This is an optimization exercise on Yosys and OpenROAD, whose aim is small area, a short achievable clock period and few clock cycles per item, not a production implementation. The RTL was checked by simulation tests, not by an equivalence proof against the original design. No run shown here takes its clock network from TritonCTS; it comes from the design's own scripts or RTL. The clock port is modelled as an ideal driver, which makes a skipped or thinned clock tree look cheaper than it is; a real chip needs a root buffer or a tree. Power and IR drop assume default switching activity.

==> flow/design.v <==
module s_box (
    input [3:0] i_sb, output [3:0] o_sb
);
    assign o_sb[0] = (!i_sb[3]&!i_sb[2]&i_sb[1]) | (!i_sb[2]&i_sb[1]&i_sb[0]) 
    | (!i_sb[3]&i_sb[2]&!i_sb[1]) | (i_sb[2]&!i_sb[1]&i_sb[0]) | 
    (i_sb[3]&!i_sb[2]&!i_sb[1]&!i_sb[0]) | (i_sb[3]&i_sb[2]&i_sb[1]&!i_sb[0]);
    assign o_sb[1] = (!i_sb[3]&!i_sb[2]&!i_sb[0]) | (!i_sb[3]&!i_sb[1]&!i_sb[0]) | (i_sb[2]&i_sb[1]&i_sb[0]) 
| (i_sb[3]&!i_sb[2]&i_sb[0]) | (i_sb[3]&i_sb[2]&i_sb[1]);
    assign o_sb[2] = (!i_sb[3]&!i_sb[2]&!i_sb[1]) | (!i_sb[2]&!i_sb[1]&!i_sb[0]) | (!i_sb[3]&i_sb[2]&!i_sb[0]) 
| (i_sb[3]&i_sb[1]&i_sb[0]) | (i_sb[3]&i_sb[2]&i_sb[0]);
    assign o_sb[3] = (!i_sb[3]&!i_sb[2]&!i_sb[0]) | (!i_sb[3]&i_sb[1]&!i_sb[0]) | (!i_sb[3]&i_sb[2]&i_sb[0]) 
| (i_sb[3]&!i_sb[1]&!i_sb[0]) | (i_sb[3]&!i_sb[2]&i_sb[1]&i_sb[0]);
endmodule
module block_shuffle (
    input [15:0] i_bs, output [15:0] o_bs
);
    assign o_bs = {i_bs[7:4], i_bs[3:0], i_bs[15:12], i_bs[11:8]};
endmodule
module round_permutation #(
    parameter [5:0] shift = 5'b0000,
    parameter [7:0] data_length = 8'd16
)(
    input [data_length - 1:0] i_rp,  output [data_length - 1:0] o_rp
); 
assign o_rp = (i_rp << shift) | (i_rp >> (data_length - shift));
endmodule
module XOR_layer (
    input [63:0] i_xor, output [63:0] o_xor
);
    assign o_xor = {(i_xor[63:48]^i_xor[47:32]^i_xor[15:0]), (i_xor[47:32]^i_xor[15:0]),(i_xor[63:48]^i_xor[31:16]), (i_xor[63:48]^i_xor[31:16]^i_xor[15:0])};
endmodule
module permutation_layer (
    input [63:0] i_pl, output [63:0] o_pl
);
    wire [63:0] bs2rp;
    wire [63:0] rp2xor;
    genvar i;
    generate
        for (i = 0; i < 4; i = i +1 ) begin
            block_shuffle bs(.i_bs(i_pl[(16*i + 15):16*i]), .o_bs(bs2rp[(16*i + 15):16*i]));
        end
    endgenerate
            round_permutation #(.shift(1), .data_length(16)) rp0(.i_rp(bs2rp[(16*0 + 15):16*0]), .o_rp(rp2xor[15:0]));
            round_permutation #(.shift(4), .data_length(16)) rp1(.i_rp(bs2rp[(16*1 + 15):16*1]), .o_rp(rp2xor[(16 + 15):16*1]));
            round_permutation #(.shift(7), .data_length(16)) rp2(.i_rp(bs2rp[(16*2 + 15):16*2]), .o_rp(rp2xor[(16*2 + 15):16*2]));
            round_permutation #(.shift(9), .data_length(16)) rp3(.i_rp(bs2rp[(16*3 + 15):16*3]), .o_rp(rp2xor[(16*3 + 15):16*3]));
    XOR_layer xl(.i_xor(rp2xor), .o_xor(o_pl));
endmodule
module add_round_key (
    input [63:0] i_ark_msg, input [63:0] i_ark_key,
    output [63:0] o_ark_cipher
);
    wire [63:0] xor_msg_key;
    wire [63:0] sb2pl;
    assign xor_msg_key = i_ark_key ^ i_ark_msg;
    genvar j;
    generate    
    for(j=0; j < 16; j = j + 1) begin
            s_box sb(.i_sb(xor_msg_key[(4*j + 3):4*j]), .o_sb(sb2pl[(4*j + 3):4*j]));
        end
    endgenerate
    permutation_layer pl(.i_pl(sb2pl), .o_pl(o_ark_cipher));
endmodule
module key_scheduler (
    input clk, rst, input [4:0] round_counter, input [79:0] i_ks_oldkey, output [79:0] o_ks_newkey 
);
    wire [79:0] level_shift;
    wire [79:0] level_sbox;
    wire [4:0] xor_rc;
    round_permutation #(.shift(13), .data_length(80)) rp (.i_rp(i_ks_oldkey), .o_rp(level_shift));
    s_box sb(.i_sb(level_shift[3:0]), .o_sb(level_sbox[3:0]));
    assign level_sbox[79:4] = level_shift[79:4];
    assign xor_rc = level_sbox[63:59]^(round_counter -1);
    assign o_ks_newkey = {level_sbox[79:64], xor_rc, level_sbox[58:0]};
endmodule
module boron_enc (
    input  clk, rst, start, input [63:0] plain_text, input [79:0] master_key,
    output reg done, output [63:0] cipher_text
);
    reg        busy;
    reg [4:0]  rc;           
    reg [63:0] x;
    reg [79:0] k;
    wire [63:0] sp;
    wire [79:0] k_upd;
    add_round_key ark(.i_ark_msg(x), .i_ark_key(64'd0), .o_ark_cipher(sp));
    key_scheduler ks(.clk(clk), .rst(rst), .round_counter(rc + 5'd1), .i_ks_oldkey(k), .o_ks_newkey(k_upd));
    wire [79:0] k_next = busy ? k_upd : master_key;
    wire [63:0] x_next = (busy ? sp : plain_text) ^ k_next[63:0];
    always @(posedge clk) begin
        x <= x_next;
        k <= k_next;
        rc <= busy ? rc + 5'd1 : 5'd0;
    end
    always @(posedge clk) begin
        if (!rst) begin
            busy <= 1'b0;
            done <= 1'b0;
        end else begin
            done <= busy && rc == 5'd24;
            if (!busy)
                busy <= start;
            else if (rc == 5'd24)
                busy <= 1'b0;
        end
    end
    assign cipher_text = x;
endmodule
==> flow/flow/run.sh <==
#!/bin/bash
# Standard layout with two changes: smaller port buffers (ports.tcl) and a
# one-level clock tree (cts.tcl).
set -euo pipefail
here=$(pwd)
args=("PRE_GLOBAL_PLACE_TCL=$here/flow/ports.tcl" "PRE_CTS_TCL=$here/flow/cts.tcl")
if [[ -f flow/extra.txt ]]; then while read -r l; do [[ -n "$l" ]] && args+=("$l"); done < flow/extra.txt; fi
bash standard.sh "${args[@]}" finish > standard.log 2>&1
==> flow/flow/cts.tcl <==
# Clock tree built here instead of by TritonCTS. The flip-flops are split into
# 2^LEAF_LEVELS groups of equal size (alternately by median x and median y);
# each group gets a clkbuf_16 leaf buffer at its centre. With ROOT_LEVELS > 0
# the leaf buffers are themselves split the same way into 2^ROOT_LEVELS groups,
# each driven by a clkbuf_16 root buffer; the clock port drives the roots (or
# the leaves). Every register sees the same number of buffers from the port.
set ::cts_leaf_levels [expr {[info exists ::env(CTS_LEAF_LEVELS)] ? $::env(CTS_LEAF_LEVELS) : 2}]
set ::cts_root_levels [expr {[info exists ::env(CTS_ROOT_LEVELS)] ? $::env(CTS_ROOT_LEVELS) : 0}]
rename clock_tree_synthesis std_clock_tree_synthesis
proc split_sinks {sinks axis levels} {
  if {$levels == 0} { return [list $sinks] }
  set sorted [lsort -integer -index $axis $sinks]
  set half [expr {[llength $sorted] / 2}]
  set out {}
  foreach part [list [lrange $sorted 0 [expr {$half - 1}]] [lrange $sorted $half end]] {
    lappend out {*}[split_sinks $part [expr {1 - $axis}] [expr {$levels - 1}]]
  }
  return $out
}
proc drive_group {block master net_in g name} {
  set sx 0; set sy 0
  foreach s $g { incr sx [lindex $s 0]; incr sy [lindex $s 1] }
  set cnt [llength $g]
  set x [expr {$sx / $cnt}]
  set y [expr {$sy / $cnt}]
  set net [odb::dbNet_create $block "clknet_$name"]
  $net setSigType CLOCK
  set buf [odb::dbInst_create $block $master "clkbuf_$name"]
  $buf setLocation $x $y
  $buf setPlacementStatus PLACED
  [$buf findITerm A] connect $net_in
  [$buf findITerm X] connect $net
  foreach s $g {
    set it [lindex $s 2]
    $it disconnect
    $it connect $net
  }
  puts "clock buffer $name: $cnt sinks"
  return [list $x $y [$buf findITerm A]]
}
proc clock_tree_synthesis {args} {
  set block [ord::get_db_block]
  set master [[ord::get_db] findMaster sky130_fd_sc_hd__clkbuf_16]
  set clk_net [$block findNet clk]
  set sinks {}
  foreach it [$clk_net getITerms] {
    set loc [[$it getInst] getLocation]
    lappend sinks [list [lindex $loc 0] [lindex $loc 1] $it]
  }
  set leaves {}
  set n 0
  foreach g [split_sinks $sinks 0 $::cts_leaf_levels] {
    lappend leaves [drive_group $block $master $clk_net $g "leaf_$n"]
    incr n
  }
  if {$::cts_root_levels > 0} {
    set n 0
    foreach g [split_sinks $leaves 0 $::cts_root_levels] {
      drive_group $block $master $clk_net $g "root_$n"
      incr n
    }
  }
  set_propagated_clock [all_clocks]
}
==> flow/flow/extra.txt <==
CTS_LEAF_LEVELS=3
CTS_ROOT_LEVELS=1
==> flow/flow/ports.tcl <==
# Port buffers: buf_1 on the inputs, buf_2 on the outputs (which drive the
# output load), in place of the single buffer_ports call global placement makes.
rename buffer_ports std_buffer_ports
proc buffer_ports {args} {
  std_buffer_ports -inputs -buffer_cell sky130_fd_sc_hd__buf_1
  std_buffer_ports -outputs -buffer_cell sky130_fd_sc_hd__buf_2
}
==> flow/standard.sh <==
#!/bin/bash
# synth_recipe.tcl (not shown) runs the flow's synth.tcl, then flattens the netlist and writes it again
# the make line also repeats each setting of config.mk as NAME=value (left out here)
make -C /OpenROAD-flow-scripts/flow DESIGN_CONFIG=/design/flow/config.mk WORK_HOME=/design/flow/orfs CLKGATE_MAP_FILE= SYNTH_SCRIPT=/design/flow/synth_recipe.tcl "${@:-finish}"
==> flow/config.mk <==
export PLATFORM = sky130hd
export DESIGN_NAME = boron_enc
export DESIGN_NICKNAME = boron_enc
export VERILOG_FILES = /design/flow/design.v
export SDC_FILE = /design/flow/constraint.sdc
export NUM_CORES = 4
export LEC_CHECK = 0
export CAP_MARGIN = 20
export CORE_MARGIN = 2
export CORE_UTILIZATION = 40
export SETUP_SLACK_MARGIN = 3.0
export SLEW_MARGIN = 20
==> flow/constraint.sdc <==
create_clock -name core_clock -period 5.0 [get_ports {clk}]
set_input_delay 1.0000 -clock core_clock [delete_from_list [all_inputs] [get_ports {clk}]]
set_output_delay 1.0000 -clock core_clock [all_outputs]
set_load 0.01 [all_outputs]
==> results of run 1 <==
worst reg2reg max path, cell delays in order (launching register included):
cell and delay, ns:
dfxtp_2 0.39, a211o_1 0.31, o211a_1 0.14, or3_4 0.40, a21o_1 0.17, a31oi_2 0.31, xnor2_1 0.16
worst paths after layout:
kind,startpoint,end,slack (ns),depth (start not counted)
max reg2reg,x[48]$_DFF_P_,x[3]$_DFF_P_,3.06,6
min reg2reg,k[59]$_DFF_P_,k[72]$_DFF_P_,0.46,1
min,k[59]$_DFF_P_,k[72]$_DFF_P_,0.46,1
max,x[48]$_DFF_P_,x[3]$_DFF_P_,3.06,6
cell type report:
cell class | count | area share
Buffer | 10 | 0.0258
Timing Repair Buffer | 217 | 0.0967
Inverter | 18 | 0.00696
Tap cell | 270 | 0.0348
Multi-Input combinational cell | 634 | 0.515
Sequential cell | 151 | 0.321
routing by layer:
metal | vias to the layer above | part of all wire | wire (um)
li1 | 3294 | - | -
met5 | - | 0 | 0
met1 | 3053 | 0.47 | 11200
met2 | 190 | 0.45 | 10700
met4 | 0 | 0.017 | 394
met3 | 21 | 0.055 | 1300
cells in the final DEF (no fill, tap or decap), drive strengths merged, types with 2 or more instances in the layout:
master and n:
nor3b 8, dfxtp 151, a21o 3, buf 217, a21oi 35, clkbuf 10, a31oi 8, xor2 73
or3 4, and2 5, nand3 10, a311oi 2, mux2 74, o211ai 36, and3 9, o221ai 7
nor3 2, o21ai 39, o311ai 2, nor2b 18, nand2b 12, nor2 39, xnor2 118, inv 17
or2 12, ha 3, mux2i 38, nand3b 2, nand2 34, a211o 6, a211oi 19, o211a 4
power by group:
| part | leakage (nW) | switching (mW) | internal [mW] |
|---|---|---|---|
| clock | 0.123 | 0.391 | 0.359 |
| sequential | 1.28 | 0.735 | 1.65 |
| combinational | 2.29 | 2.53 | 2.33 |
sequential cells by signal (all words and copies together) (netlist names):
signal and count:
k 80, x 64, rc 5, busy 1
done 1
repair_timing:
| item | CTS | global route |
|---|---|---|
| buffers inserted | 1 | 1 |
| cloned | 0 | 0 |
| endpoints found under the hold margin | 0 | 0 |
| setup endpoints to repair | 87 | 36 |
| pin swaps | 1 | 2 |
| gates resized for setup | 47 | 38 |
metrics by stage:
stage               instances  hold WS (ns)  area [um2]  total power, mW  worst slack (ns)
detailed placement       1288         0.441        9250             7.02              2.84
global route             1300         0.476        9710             8.61              2.93
global placement         1288         0.434        9250             7.00              2.87
finish                   1300         0.461        9710             8.00              3.06
floorplan                 881         0.433        8360             5.84              3.09
CTS                      1299         0.461        9580             7.87              2.96
logic make-up after synthesis:
kind of cell             after synthesis  share of synthesized area
XOR/XNOR                             191                      0.201
AO/OA/AOI/OAI                        168                      0.137
AND/OR/NAND/NOR                      160                      0.100
flip-flops                           151                      0.362
multiplexers                         112                      0.145
buffers and inverters                 96                     0.0507
adder cells (fa/ha/maj)                3                    0.00449
==> run_results.csv, run 1 <==
group,metric,value,unit
synthesis,ys_top_cells_by_count,"151 x dfxtp_1, 118 x xnor2_1, 74 x mux2_2",
sta,finalHoldViolations,0,
die,fp.dieW,149,um
sta,relSlewSlack,0.432,
critical_path,cpLargestDelayFamily,"compound AO/OA/AOI/OAI gates",
synthesis,synthesis.nets,1031,
finish,diodes,0,
grt,use_met2,0.336,
detailed_routing,vias,6558,
synthesis,syn-cell-area,8360,um2
synthesis,synth_top_area_frac,0.362,
finish,layout.nets,1182,
sta,fmax,515,MHz
detailed_routing,firstDrtPassIters,5,
synthesis,yosys.area.top_type,"dfxtp_1",
critical_path,path_buf_inv,0,
critical_path,path_cells,"a211o_1 -> o211a_1 -> or3_4 -> a21o_1 -> a31oi_2 -> xnor2_1",
synthesis,yosysSeqAreaShare,0.362,
sta,setup_viol,0,
synthesis,synth_edf_count,0,
die,rows,52,
synthesis,ys.flop_type,"dfxtp_1",
worst_hold_path,min-delay-path-class,"register to register",
die,die_h,149,um
synthesis,syn_avg_cell_area,9.49,um2
critical_path,slowest_delay,0.40,ns
detailed_routing,route.detailed.drc,0,
detailed_routing,ant_nets,0,
finish,fillCellCount,1978,
synthesis,synthTopCellsByArea,"dfxtp_1 36%, xnor2_1 12%, mux2_2 10%",
synthesis,async_flop_share,0,
run_status,outcome,"no timing/DRC/antenna violations",
die,start_util,0.411,
sta,fin_setup_tns,0,ns
placement,io_buffers,211,
sta,clock_skew,0.00972,ns
flow_run,drv_cap,0,
sta,worst_pin_slew,0.842,ns
synthesis,synth.most_common_cell,"dfxtp_1",
sta,finalCritPeriodShare,0.388,
synthesis,postSynthCellCount,881,
sta,rsz0062_at_grt,"true",
grt,top_usage_layer,"met2",
critical_path,arrival,2.18,ns
grt,grt_util_all_layers,0.205,
clocking,clk_latency,0.31,ns
detailed_routing,drt_iter0_markers,350,
grt,antenna_found_initial,0,
detailed_routing,drt-vias-per-instance,5.04,
die,fp.dieArea,22100,um2
critical_path,crit_type,"register to register",
grt,met3_usage,0.0224,
critical_path,slowest_stage,"or3_4",
clocking,hold_buffers,0,
clocking,cts.clk_slew.worst_paths,0.08,ns
finish,multiInputGateArea,5000,um2
finish,fin_util,0.477,
detailed_routing,wl_per_cell,18.2,um
placement,routabilityCongestion,0.826,
power,power_density,824,nW/um2
detailed_routing,wl,23600,um
grt,grt_pass1_wl,35100,um
finish,area_delta_synth_final,16.1,%
sta,final_max_slew_viol_count,0,
grt,grt_max_degree,42,
synthesis,synth.distinct_cells,57,
critical_path,critPathCaptureType,"register",
placement,dp_hpwl,18400,um
grt,use_met1,0.298,
grt,grt_pass1_vias,6093,
critical_path,crit_fanout,10,
grt,grt.overflow.total,0,
synthesis,ys_seq_elements,151,
power,ir_worst_vdd,0.353,mV
power,leakage,3.69,nW
die,ios,212,
critical_path,cp_data_required_time,5.24,ns
finish,drive_gt1_frac,0.250,
synthesis,synth_warnings,1,
die,core_area,20400,um2
finish,seq_area,3110,um2
sta,finalCriticalPeriod,1.94,ns
critical_path,cp-start-kind,"register",
Testbench counts, summed over its fixed seeds: cycles 9,992, items 384.
==> run 2, diff against run 1 <==
--- a/flow/config.mk
+++ b/flow/config.mk
@@ -7,6 +7,6 @@
 export LEC_CHECK = 0
 export CAP_MARGIN = 20
 export CORE_MARGIN = 2
-export CORE_UTILIZATION = 40
+export CORE_UTILIZATION = 80
 export SETUP_SLACK_MARGIN = 3.0
 export SLEW_MARGIN = 20
==> run_results.csv, run 2 <==
group,metric,value,unit
synthesis,synth_edf_count,0,
grt,grt.overflow.total,0,
finish,fin_util,0.939,
die,core_area,10200,um2
detailed_routing,vias,7943,
die,die_h,106,um
synthesis,ys_top_cells_by_count,"151 x dfxtp_1, 118 x xnor2_1, 74 x mux2_2",
grt,grt_pass1_wl,37600,um
detailed_routing,ant_nets,0,
grt,grt_max_degree,41,
power,leakage,3.73,nW
finish,drive_gt1_frac,0.255,
synthesis,synth.most_common_cell,"dfxtp_1",
sta,fmax,478,MHz
worst_hold_path,min-delay-path-class,"register to register",
critical_path,arrival,2.29,ns
detailed_routing,drt_iter0_markers,1104,
synthesis,synth.distinct_cells,57,
power,ir_worst_vdd,0.781,mV
finish,regMostFlops,"k",
synthesis,yosys.area.top_type,"dfxtp_1",
sta,clock_skew,0.00609,ns
critical_path,reg2reg_to,"x[14]$_DFF_P_",
grt,grt_util_all_layers,0.423,
synthesis,synthTopCellsByArea,"dfxtp_1 36%, xnor2_1 12%, mux2_2 10%",
synthesis,synth_warnings,1,
die,start_util,0.817,
sta,worst_pin_slew,0.747,ns
finish,final_cell_mix,"146 x buf_1, 111 x xnor2_1, 88 x dfxtp_1",
sta,finalHoldViolations,0,
critical_path,crit_fanout,9,
detailed_routing,drt-vias-per-instance,6.79,
flow_run,drv_cap,0,
grt,grt_pass1_vias,7098,
detailed_routing,wl,28400,um
critical_path,critPathCaptureType,"register",
synthesis,synth_top_area_frac,0.362,
placement,dp_hpwl,16900,um
critical_path,crit_type,"register to register",
clocking,clk_latency,0.31,ns
detailed_routing,route.detailed.drc,0,
finish,final_common_cell,"buf_1",
placement,routabilityCongestion,0.918,
sta,relSlewSlack,0.496,
synthesis,postSynthCellCount,881,
synthesis,syn-cell-area,8360,um2
detailed_routing,met2_length,12900,um
critical_path,reg2reg_from,"x[60]$_DFF_P_",
detailed_routing,wl_met1,9640,um
critical_path,cp-endpoint,"x[14]$_DFF_P_",
sta,setup_viol,0,
synthesis,synth_xor_area_frac,0.201,
power,power_density,910,nW/um2
die,rows,37,
detailed_routing,top_layer,"met4",
sta,finalCritPeriodShare,0.418,
grt,antenna_found_initial,0,
detailed_routing,firstDrtPassIters,6,
finish,area_delta_synth_final,14.9,%
detailed_routing,wl_per_cell,24.3,um
sta,rsz0062_at_grt,"false",
critical_path,cp-start-kind,"register",
finish,largest_reg_flops,80,
placement,io_buffers,211,
sta,final_max_slew_viol_count,0,
finish,reg_top3,"k (80), x (64), rc (5)",
synthesis,synthesis.nets,1031,
critical_path,rrSetupSlack,2.91,ns
synthesis,synthAdderAreaFrac,0.00449,
clocking,cts.clk_slew.worst_paths,0.08,ns
critical_path,startpoint,"x[60]$_DFF_P_",
sta,finalCriticalPeriod,2.09,ns
critical_path,cp_data_required_time,5.20,ns
run_status,outcome,"no timing/DRC/antenna violations",
synthesis,synth_mux_area_frac,0.145,
sta,fin_setup_tns,0,ns
die,fp.dieW,106,um
synthesis,yosysSeqAreaShare,0.362,
synthesis,synth_compound_area_frac,0.137,
critical_path,worst-r2r-cell-count,6,
die,fp.dieArea,11300,um2
synthesis,ys.flop_type,"dfxtp_1",
synthesis,synth_top_family_by_area,"XOR/XNOR gates",
finish,diodes,0,
synthesis,async_flop_share,0,
die,ios,212,
detailed_routing,met3WireLength,3260,um
synthesis,synthSimpleGateAreaFrac,0.100,
synthesis,syn_avg_cell_area,9.49,um2
finish,layout.nets,1186,
synthesis,ys_seq_elements,151,
run 2: cell types whose count changed in the layout (fill, tap and decap cells not counted), moves of 4 or more:
cell,delta
o21ai_0,-5
o21ai_1,+5
xnor2_2,+4
buf_4,+4
xnor2_1,-4
run 2: logic make-up after synthesis:
group / count (synthesis)
XOR/XNOR: 191
AO/OA/AOI/OAI: 168
AND/OR/NAND/NOR: 160
flip-flops: 151
multiplexers: 112
buffers and inverters: 96
adder cells (fa/ha/maj): 3
run 2: cell type report:
class / count / area, um2
buffer: 10 / 250
fill: 337 / 628
inverter: 18 / 67.6
multi-input combinational: 634 / 5030
sequential: 151 / 3110
tap: 136 / 170
timing repair buffer: 221 / 978
run 2: worst min path at each step:
stage                     slack, ns            end          start  depth (start not counted)
after global placement         0.44  k[72]$_DFF_P_  k[59]$_DFF_P_                          1
after detailed placement       0.44  k[70]$_DFF_P_  k[57]$_DFF_P_                          1
after floorplan                0.43  k[64]$_DFF_P_  k[51]$_DFF_P_                          1
after global routing           0.47  k[68]$_DFF_P_  k[55]$_DFF_P_                          1
final                          0.46  k[73]$_DFF_P_  k[60]$_DFF_P_                          1
after CTS                      0.46  k[74]$_DFF_P_  k[61]$_DFF_P_                          1
run 2: stage by stage:
step / setup WS (ns) / power [mW] / area [um2] / instances / hold WS [ns]
6_report: 2.91 / 8.74 / 9600 / 1170 / 0.462
5_1_grt: 2.89 / 9.03 / 9600 / 1170 / 0.474
4_1_cts: 3.00 / 8.00 / 9430 / 1166 / 0.463
3_5_place_dp: 2.78 / 7.05 / 9080 / 1154 / 0.443
3_3_place_gp: 2.82 / 6.85 / 9080 / 1154 / 0.435
2_1_floorplan: 3.09 / 5.84 / 8360 / 881 / 0.433
run 2: worst max-delay path: stages (launching register included):
cell      delay (ns)
dfxtp_2         0.37
xor2_1          0.18
o211ai_1        0.47
xnor2_1         0.25
xnor2_1         0.34
mux2i_1         0.21
xnor2_1         0.16
run 2: routing by layer:
metal	up-vias	track usage
li1	3311	-
met1	3593	0.520
met2	797	0.750
met3	242	0.0503
met4	0	0.174
met5	-	0
run 2: repair_timing:
action                                  4_1_cts  5_1_grt
pin swaps                                     0        2
endpoints found under the setup margin       97       44
hold buffers                                  0        0
setup buffers                                 2        4
resized for setup                            44       46
run 2: power by group:
part           switching [mW]  total (mW)  leakage (nW)  internal (mW)
combinational            3.12        5.54          2.33           2.41
sequential              0.805        2.45          1.27           1.65
clock                   0.388       0.746         0.123          0.359
==> run 3, diff against run 2 <==
--- a/flow/config.mk
+++ b/flow/config.mk
@@ -7,6 +7,6 @@
 export LEC_CHECK = 0
 export CAP_MARGIN = 20
 export CORE_MARGIN = 2
-export CORE_UTILIZATION = 80
-export SETUP_SLACK_MARGIN = 3.0
+export CORE_UTILIZATION = 65
+export SETUP_SLACK_MARGIN = 3.15
 export SLEW_MARGIN = 20
==> run_results.csv, run 3 <==
group,metric,value,unit
synthesis,yosysSeqAreaShare,0.362,
synthesis,ys_top_cells_by_count,"151 x dfxtp_1, 118 x xnor2_1, 74 x mux2_2",
grt,grt.overflow.total,0,
synthesis,synthesis.nets,1031,
critical_path,path_buf_inv,1,
finish,largest_reg_flops,80,
critical_path,critPathCaptureType,"register",
clocking,hold_buffers,0,
detailed_routing,ant_nets,0,
critical_path,crit_fanout,6,
detailed_routing,drt_iter0_markers,522,
finish,diodes,0,
run_status,outcome,"no timing/DRC/antenna violations",
critical_path,crit_type,"register to register",
detailed_routing,wl,25100,um
finish,area_delta_synth_final,30.4,%
grt,grt_pass1_vias,6497,
critical_path,path_cells,"or2_2 -> o221ai_2 -> xor2_1 -> buf_4 -> xnor2_1 -> a21oi_2 -> xor2_1",
finish,drive_gt1_frac,0.350,
sta,setup_viol,0,
die,start_util,0.665,
grt,grt_util_all_layers,0.305,
synthesis,ys_seq_elements,151,
flow_run,drv_cap,0,
finish,reg_top3,"k (80), x (64), rc (5)",
die,rows,41,
synthesis,yosys.area.top_type,"dfxtp_1",
synthesis,syn_avg_cell_area,9.49,um2
synthesis,synth_warnings,1,
sta,finalHoldViolations,0,
synthesis,synth.distinct_cells,57,
sta,worst_pin_slew,0.631,ns
clocking,clk_latency,0.31,ns
worst_hold_path,min-delay-path-class,"register to register",
placement,dpl.cell_count,1189,
synthesis,synthTopCellsByArea,"dfxtp_1 36%, xnor2_1 12%, mux2_2 10%",
power,leakage,4.37,nW
die,fp.dieW,117,um
finish,layout.nets,1286,
power,power_density,895,nW/um2
critical_path,rrSetupSlack,3.12,ns
synthesis,synth_top_area_frac,0.362,
detailed_routing,wl_per_cell,19.2,um
detailed_routing,drt-vias-per-instance,5.67,
finish,final_cell_mix,"147 x buf_1, 107 x buf_4, 99 x xnor2_1",
placement,routabilityCongestion,0.864,
sta,clock_skew,0.00877,ns
die,fp.dieArea,13800,um2
sta,finalCriticalPeriod,1.88,ns
synthesis,synth.most_common_cell,"dfxtp_1",
critical_path,cp-start-kind,"register",
power,ir_worst_vdd,0.613,mV
critical_path,arrival,2.07,ns
finish,final_common_cell,"buf_1",
sta,rsz0062_at_grt,"true",
grt,antenna_found_initial,0,
sta,fin_setup_tns,0,ns
grt,grt_max_degree,66,
die,core_area,12600,um2
synthesis,syn-cell-area,8360,um2
sta,relSlewSlack,0.573,
sta,finalCritPeriodShare,0.375,
critical_path,crit_top_cell,"xor2_1",
sta,fmax,533,MHz
placement,dp_hpwl,16200,um
critical_path,cp_data_required_time,5.19,ns
die,ios,212,
detailed_routing,vias,7406,
detailed_routing,route.detailed.drc,0,
grt,grt_pass1_wl,33900,um
synthesis,postSynthCellCount,881,
synthesis,synth_edf_count,0,
detailed_routing,firstDrtPassIters,5,
clocking,cts.clk_slew.worst_paths,0.08,ns
critical_path,slowest_stage,"dfxtp_4",
sta,final_max_slew_viol_count,0,
placement,io_buffers,211,
synthesis,ys.flop_type,"dfxtp_1",
synthesis,async_flop_share,0,
critical_path,slowest_delay,0.38,ns
finish,layoutNonFillerInstCount,1306,
die,die_h,117,um
critical_path,cpLargestDelayFamily,"XOR/XNOR gates",
finish,regMostFlops,"k",
==> run 3: cell counts after synthesis <==
Identical to the previous run, type by type.
==> run 3: per-stage QoR <==
step                      hold slack, ns  instance area [um2]  setup WS [ns]  total power [mW]   util
after detailed placement           0.443                 9120           2.82              6.94  0.726
after global routing               0.479                10900           3.04              10.3  0.867
final                              0.461                10900           3.12              9.75  0.867
after global placement             0.439                 9120           2.90              6.89  0.726
after floorplan                    0.433                 8380           3.15              5.86      -
after CTS                          0.462                10100           3.08              8.45  0.803
==> run 3: path summary, 6_finish.rpt <==
check / start / endpoint / cells past startpoint
worst max register to register: x[24]$_DFF_P_ / x[5]$_DFF_P_ / 7
worst min-delay path: k[51]$_DFF_P_ / k[64]$_DFF_P_ / 1
worst min register to register: k[51]$_DFF_P_ / k[64]$_DFF_P_ / 1
worst max-delay path: x[24]$_DFF_P_ / x[5]$_DFF_P_ / 7
==> run 3: kinds of logic (layout without fill, tap and decap cells) <==
logic type | count (synthesis) | count (layout) | synth area share
simple gates | 160 | 160 | 0.100
buf+inv | 96 | 349 | 0.0507
mux | 112 | 112 | 0.145
xor+xnor | 191 | 191 | 0.201
fa+ha+maj | 3 | 3 | 0.00449
flops | 151 | 151 | 0.362
compound gates | 168 | 168 | 0.137
==> run 3: per-layer routing <==
metal  GRT usage  routed length (um)
met5           0                   0
met4      0.0798                 813
met3      0.0452                1920
met2       0.496               11800
met1       0.427               10500
==> run 3: cell type report <==
| class | instances | area [um2] |
|---|---|---|
| Buffer | 10 | 250 |
| Fill cell | 683 | 1670 |
| Inverter | 18 | 68.8 |
| Multi-Input combinational cell | 634 | 5240 |
| Sequential cell | 151 | 3270 |
| Tap cell | 172 | 215 |
| Timing Repair Buffer | 321 | 1850 |
==> run 3: where the power goes <==
part           internal, mW  switching (mW)  leakage, nW
registers              1.76           0.513         1.30
clock network         0.359           0.378        0.123
logic                  3.36            3.39         2.95
total                  5.47            4.28         4.37
==> run 3: repair_timing <==
| action | in CTS | in global routing |
|---|---|---|
| resized for setup | 153 | 75 |
| setup endpoints to repair | 186 | 101 |
| pin swaps | 4 | 20 |
| buffers inserted | 48 | 59 |
==> run 4, diff against run 3 <==
--- a/flow/config.mk
+++ b/flow/config.mk
@@ -8,5 +8,5 @@
 export CAP_MARGIN = 20
 export CORE_MARGIN = 2
 export CORE_UTILIZATION = 65
-export SETUP_SLACK_MARGIN = 3.15
+export SETUP_SLACK_MARGIN = 3.07
 export SLEW_MARGIN = 20
==> run_results.csv, run 4 <==
group,metric,value,unit
run_status,outcome,"no timing/DRC/antenna violations",
power,power,8.09,mW
power,clkPwrFrac,0.091,
placement,dp_slack,2.86,ns
die,ios,212,
synthesis,syn_avg_cell_area,9.49,um2
die,rows,41,
critical_path,path_cells,"buf_2",
power,power_density,835,nW/um2
clocking,clk_latency,0.31,ns
grt,grt_max_degree,101,
synthesis,async_flop_share,0,
finish,final_cell_mix,"146 x buf_1, 116 x xnor2_1, 85 x dfxtp_1",
sta,relSlewSlack,0.480,
critical_path,path_buf_inv,1,
placement,dp_hpwl,16100,um
critical_path,crit_fanout,10,
power,internal-power,4.39,mW
synthesis,synth_mux_area_frac,0.145,
synthesis,ys.flop_type,"dfxtp_1",
synthesis,synth_top_family_by_area,"XOR/XNOR gates",
power,leakage,3.70,nW
critical_path,cp_data_required_time,4.00,ns
synthesis,synthesis.nets,1031,
sta,worst_pin_slew,0.770,ns
synthesis,synth_compound_area_frac,0.137,
sta,fmax,522,MHz
detailed_routing,ant_nets,0,
sta,hold_slack,0.458,ns
sta,fin_setup_tns,0,ns
power,switchingPower,3.70,mW
finish,regMostFlops,"k",
synthesis,postSynthCellCount,881,
placement,routabilityCongestion,0.880,
finish,final_common_cell,"buf_1",
sta,finalCriticalPeriod,1.92,ns
sta,fin_ws,3.08,ns
power,ir_worst_vdd,0.545,mV
synthesis,synth_warnings,1,
grt,grt.overflow.total,0,
die,fp.dieW,117,um
finish,fin_util,0.770,
synthesis,synth.distinct_cells,57,
critical_path,slowest_stage,"dfxtp_2",
die,die_h,117,um
synthesis,synthSimpleGateAreaFrac,0.100,
die,fp.dieArea,13800,um2
synthesis,synth_edf_count,0,
finish,area_delta_synth_final,15.8,%
synthesis,yosys.area.top_type,"dfxtp_1",
critical_path,cpLargestDelayFamily,"flip-flops",
detailed_routing,firstDrtPassIters,5,
clocking,hold_buffers,0,
finish,drive_gt1_frac,0.254,
finish,largest_reg_flops,80,
sta,finalHoldViolations,0,
flow_run,drv_cap,0,
die,core_area,12600,um2
sta,clock_skew,0.00858,ns
synthesis,yosysSeqAreaShare,0.362,
detailed_routing,drt_iter0_markers,446,
power,pwr-share-seq,0.300,
grt,grt_pass1_wl,32900,um
grt,antenna_found_initial,0,
synthesis,ys_seq_elements,151,
detailed_routing,drt-vias-per-instance,5.57,
synthesis,synthTopCellsByArea,"dfxtp_1 36%, xnor2_1 12%, mux2_2 10%",
worst_hold_path,min-delay-path-class,"register to register",
placement,io_buffers,211,
power,combPwrFrac,0.610,
finish,reg_top3,"k (80), x (64), rc (5)",
sta,finalCritPeriodShare,0.383,
critical_path,slowest_delay,0.44,ns
synthesis,synthAdderAreaFrac,0.00449,
detailed_routing,wl_per_cell,18.2,um
detailed_routing,wl,21800,um
sta,setup_viol,0,
power,sw_frac_of_total,0.457,
finish,layout.nets,1181,
clocking,cts.clk_slew.worst_paths,0.08,ns
synthesis,ys_top_cells_by_count,"151 x dfxtp_1, 118 x xnor2_1, 74 x mux2_2",
synthesis,synth_top_area_frac,0.362,
critical_path,cp-start-kind,"register",
critical_path,arrival,0.92,ns
critical_path,critPathCaptureType,"primary output",
synthesis,syn-cell-area,8360,um2
detailed_routing,vias,6685,
synthesis,synth.most_common_cell,"dfxtp_1",
finish,diodes,0,
critical_path,crit_type,"register to primary output",
die,start_util,0.665,
synthesis,synth_xor_area_frac,0.201,
detailed_routing,route.detailed.drc,0,
sta,final_max_slew_viol_count,0,
sta,rsz0062_at_grt,"true",
grt,grt_util_all_layers,0.296,
grt,grt_pass1_vias,6202,
[run 4: worst paths after layout]
path,start,to,slack (ns),cells past startpoint
max,x[46]$_DFF_P_,cipher_text[46],3.08,1
max reg2reg,x[7]$_DFF_P_,x[62]$_DFF_P_,3.11,6
min,k[59]$_DFF_P_,k[72]$_DFF_P_,0.46,1
min reg2reg,k[59]$_DFF_P_,k[72]$_DFF_P_,0.46,1
[run 4: cells by family after synthesis]
family                     count (synthesis)
adders and majority gates                  3
muxes                                    112
AOI/OAI and AO/OA                        168
and+or+nand+nor                          160
buffers and inverters                     96
xor gates and xnor gates                 191
DFF                                      151
[run 4: what timing repair did]
| action | in CTS | in global routing |
|---|---|---|
| resized for setup | 79 | 34 |
| buffers inserted | 2 | 0 |
| pin swaps | 2 | 2 |
| setup endpoints to repair | 113 | 49 |
| endpoints found under the hold margin | 0 | 0 |
| cloned | 0 | 1 |
[run 4: final cells by class]
type / instances / area (um2)
Multi-Input combinational cell: 634 / 5020
Sequential cell: 151 / 3170
Fill cell: 958 / 2890
Timing Repair Buffer: 216 / 961
Buffer: 10 / 250
Tap cell: 172 / 215
Inverter: 18 / 67.6
[run 4: routing by layer]
metal	GRT usage	wire length, um	share of wire
met5	0	0	0
met4	0.0520	429	0.020
met3	0.0360	1450	0.067
met2	0.493	9970	0.46
met1	0.420	9950	0.46
[run 4: stage by stage]
| step | instance area, um2 | cells |
|---|---|---|
| floorplan | 8360 | 881 |
| global placement | 9120 | 1188 |
| detailed placement | 9120 | 1188 |
| CTS | 9540 | 1200 |
| global route | 9680 | 1201 |
| finish | 9680 | 1201 |
[run 4: worst register-to-register path: stages (launching register included)]
cell	delay (ns)
dfxtp_4	0.39
o211ai_1	0.22
o221ai_2	0.16
or3_1	0.41
and2_4	0.15
a221o_1	0.30
xor2_1	0.15
[run 4: power by group through the flow]
| stage | logic (mW) | registers, mW | clock network, mW |
|---|---|---|---|
| 6_report | 4.93 | 2.42 | 0.735 |
| 5_1_grt | 5.36 | 2.51 | 0.783 |
| 4_1_cts | 4.83 | 2.36 | 0.745 |
| 3_5_place_dp | 4.67 | 2.31 | 0 |
| 3_3_place_gp | 4.63 | 2.30 | 0 |
| 2_1_floorplan | 3.91 | 1.93 | 0 |
==> run 5, diff against run 4 <==
--- a/flow/config.mk
+++ b/flow/config.mk
@@ -8,5 +8,5 @@
 export CAP_MARGIN = 20
 export CORE_MARGIN = 2
 export CORE_UTILIZATION = 65
-export SETUP_SLACK_MARGIN = 3.07
+export SETUP_SLACK_MARGIN = 3.0
 export SLEW_MARGIN = 20
==> run_results.csv, run 5 <==
group,metric,value,unit
run_status,outcome,"no timing/DRC/antenna violations",
clocking,hold_buffers,0,
critical_path,reg2reg_from,"x[28]$_DFF_P_",
synthesis,yosysSeqAreaShare,0.362,
grt,grt.overflow.total,0,
detailed_routing,drt-vias-per-instance,5.56,
detailed_routing,wl_met1,9780,um
critical_path,cp-start-kind,"register",
synthesis,yosys.area.top_type,"dfxtp_1",
synthesis,ys.flop_type,"dfxtp_1",
die,core_area,12600,um2
detailed_routing,vias,6675,
power,ir_worst_vdd,0.546,mV
synthesis,async_flop_share,0,
detailed_routing,firstDrtPassIters,5,
synthesis,synthAdderAreaFrac,0.00449,
synthesis,synth_warnings,1,
detailed_routing,route.detailed.drc,0,
critical_path,critPathCaptureType,"primary output",
synthesis,synthSimpleGateAreaFrac,0.100,
worst_hold_path,hp-start,"k[51]$_DFF_P_",
detailed_routing,met3WireLength,1470,um
critical_path,cpLargestDelayFamily,"flip-flops",
synthesis,ys_top_cells_by_count,"151 x dfxtp_1, 118 x xnor2_1, 74 x mux2_2",
sta,relSlewSlack,0.493,
power,leakage,3.68,nW
synthesis,synthTopCellsByArea,"dfxtp_1 36%, xnor2_1 12%, mux2_2 10%",
synthesis,ys_seq_elements,151,
placement,io_buffers,211,
sta,finalCritPeriodShare,0.390,
flow_run,drv_cap,0,
synthesis,syn_avg_cell_area,9.49,um2
sta,rsz0062_at_grt,"true",
finish,largest_reg_flops,80,
detailed_routing,top_layer,"met4",
sta,final_max_slew_viol_count,0,
placement,routabilityCongestion,0.880,
synthesis,synth.distinct_cells,57,
critical_path,arrival,0.95,ns
critical_path,cp_data_required_time,4.00,ns
worst_hold_path,holdPathStages,1,
synthesis,synth.most_common_cell,"dfxtp_1",
sta,clock_skew,0.00882,ns
critical_path,startpoint,"x[41]$_DFF_P_",
critical_path,slowest_stage,"dfxtp_1",
detailed_routing,wl_per_cell,17.9,um
placement,dp_hpwl,16100,um
critical_path,worst-r2r-cell-count,6,
die,fp.dieArea,13800,um2
sta,finalCriticalPeriod,1.95,ns
sta,fin_setup_tns,0,ns
finish,diodes,0,
finish,area_delta_synth_final,14.8,%
critical_path,slowest_delay,0.46,ns
detailed_routing,met2_length,9830,um
sta,fmax,513,MHz
die,rows,41,
finish,drive_gt1_frac,0.248,
grt,antenna_found_initial,0,
die,start_util,0.665,
sta,hold_slack,0.457,ns
detailed_routing,ant_nets,0,
finish,regMostFlops,"k",
sta,finalHoldViolations,0,
synthesis,synth_top_area_frac,0.362,
critical_path,crit_type,"register to primary output",
detailed_routing,wl,21500,um
power,power_density,830,nW/um2
finish,reg_top3,"k (80), x (64), rc (5)",
sta,worst_pin_slew,0.751,ns
clocking,cts.clk_slew.worst_paths,0.08,ns
synthesis,syn-cell-area,8360,um2
detailed_routing,drt_iter0_markers,447,
critical_path,crit_fanout,8,
grt,grt_max_degree,101,
finish,final_cell_mix,"146 x buf_1, 116 x xnor2_1, 86 x dfxtp_1",
critical_path,cp.depth,1,
finish,final_common_cell,"buf_1",
clocking,clk_latency,0.31,ns
grt,grt_util_all_layers,0.295,
critical_path,path_cells,"buf_2",
worst_hold_path,min-delay-path-class,"register to register",
die,fp.dieW,117,um
finish,fillCellCount,983,
die,die_h,117,um
synthesis,postSynthCellCount,881,
critical_path,path_buf_inv,1,
die,ios,212,
grt,grt_pass1_vias,6175,
synthesis,synth_xor_area_frac,0.201,
grt,grt_pass1_wl,32800,um
sta,setup_viol,0,
synthesis,synth_mux_area_frac,0.145,
power,power,7.97,mW
synthesis,synth_compound_area_frac,0.137,
synthesis,synthesis.nets,1031,
synthesis,synth_top_family_by_area,"XOR/XNOR gates",
finish,layout.nets,1180,
synthesis,synth_edf_count,0,
run 5: cell types whose count changed in the layout (fill, tap and decap cells not counted):
| cell | change |
|---|---|
| o21ai_1 | -1 |
| dfxtp_4 | -21 |
| a21oi_1 | +3 |
| buf_4 | -1 |
| o21ai_0 | +1 |
| o221ai_2 | -1 |
| a21oi_2 | -3 |
| o221ai_1 | +1 |
| dfxtp_1 | +1 |
| dfxtp_2 | +20 |
run 5: path summary, 6_finish.rpt:
path / endpoint / slack [ns]
max: cipher_text[41] / 3.05
min: k[64]$_DFF_P_ / 0.46
max reg2reg: x[9]$_DFF_P_ / 3.08
min reg2reg: k[64]$_DFF_P_ / 0.46
run 5: power by group:
group / internal (mW) / leakage [nW] / total [mW] / switching, mW
clock network: 0.358 / 0.123 / 0.733 / 0.375
logic: 2.30 / 2.28 / 4.86 / 2.55
registers: 1.65 / 1.27 / 2.38 / 0.730
total: 4.31 / 3.68 / 7.97 / 3.66
run 5: layer usage:
layer,global-route usage,vias to the layer above
li1,-,3303
met1,0.420,3116
met2,0.490,228
met3,0.0360,28
met4,0.0497,0
met5,0,-
run 5: worst reg2reg max path, delay by kind of cell, from the launching register on:
kind             cells  cell delay (ns)
AO/OA/AOI/OAI        2             0.46
AND/OR/NAND/NOR      1             0.33
XOR/XNOR             3             0.64
flip-flops           1             0.39
run 5: repair_timing:
action	in CTS	in global routing
cloned	0	1
pin swaps	1	3
endpoints found under the setup margin	66	55
setup buffers	1	0
endpoints found under the hold margin	0	0
gates resized for setup	34	52
run 5: cell type report:
type | instances | area, um2 | share of cell area
multi-input combinational | 634 | 5000 | 0.521
sequential | 151 | 3110 | 0.324
timing repair buffer | 215 | 953 | 0.0993
buffer | 10 | 250 | 0.0261
tap | 172 | 215 | 0.0224
inverter | 18 | 67.6 | 0.00704
run 5: metrics by stage:
stage | setup slack (ns) | utilization | std cells | instance area (um2)
global route | 2.99 | 0.764 | 1200 | 9600
finish | 3.05 | 0.764 | 1200 | 9600
detailed placement | 2.86 | 0.726 | 1188 | 9120
global placement | 2.91 | 0.726 | 1188 | 9120
CTS | 3.00 | 0.752 | 1199 | 9450
floorplan | 3.09 | - | 881 | 8360
run 5: cell families after synthesis:
| family | Yosys count |
|---|---|
| AOI/OAI and AO/OA | 168 |
| xor gates and xnor gates | 191 |
| DFF | 151 |
| and+or+nand+nor | 160 |
| buffers and inverters | 96 |
| adders and majority gates | 3 |
| muxes | 112 |

-- afterwards: timing with drivers on the ports --
Ports are ideal in the flow. The routed layouts listed here were re-timed in OpenROAD. Step 1 assumes that a clkbuf_16 drives the clock port and a buf_2 every other input. Step 2, shift: input delay + t, output delay - t, t = (earliest + latest rising clock arrival at the registers) / 2. This alone moves slack from input paths to output paths. Three values: ideal, step 1, step 2; two values: the first two.
run | shift t [ns] | setup slack, ns | hold WS [ns]
run 1 | 0.368 | 3.058 / 3.000 / 3.058 | 0.461 / 0.461 / 0.461
run 2 | 0.369 | 2.909 / 2.909 / 2.909 | 0.462 / 0.462 / 0.462
run 3 | 0.359 | 3.123 / 3.077 / 3.088 | 0.461 / 0.461 / 0.461
run 4 | 0.360 | 3.084 / 3.027 / 3.107 | 0.458 / 0.458 / 0.458
run 5 | 0.361 | 3.051 / 2.992 / 3.077 | 0.457 / 0.457 / 0.457
After both steps setup and hold are still met in every run listed. The setup slack of run 3, which loses most, moves by -0.046 ns with the drivers and by -0.035 ns with both steps.
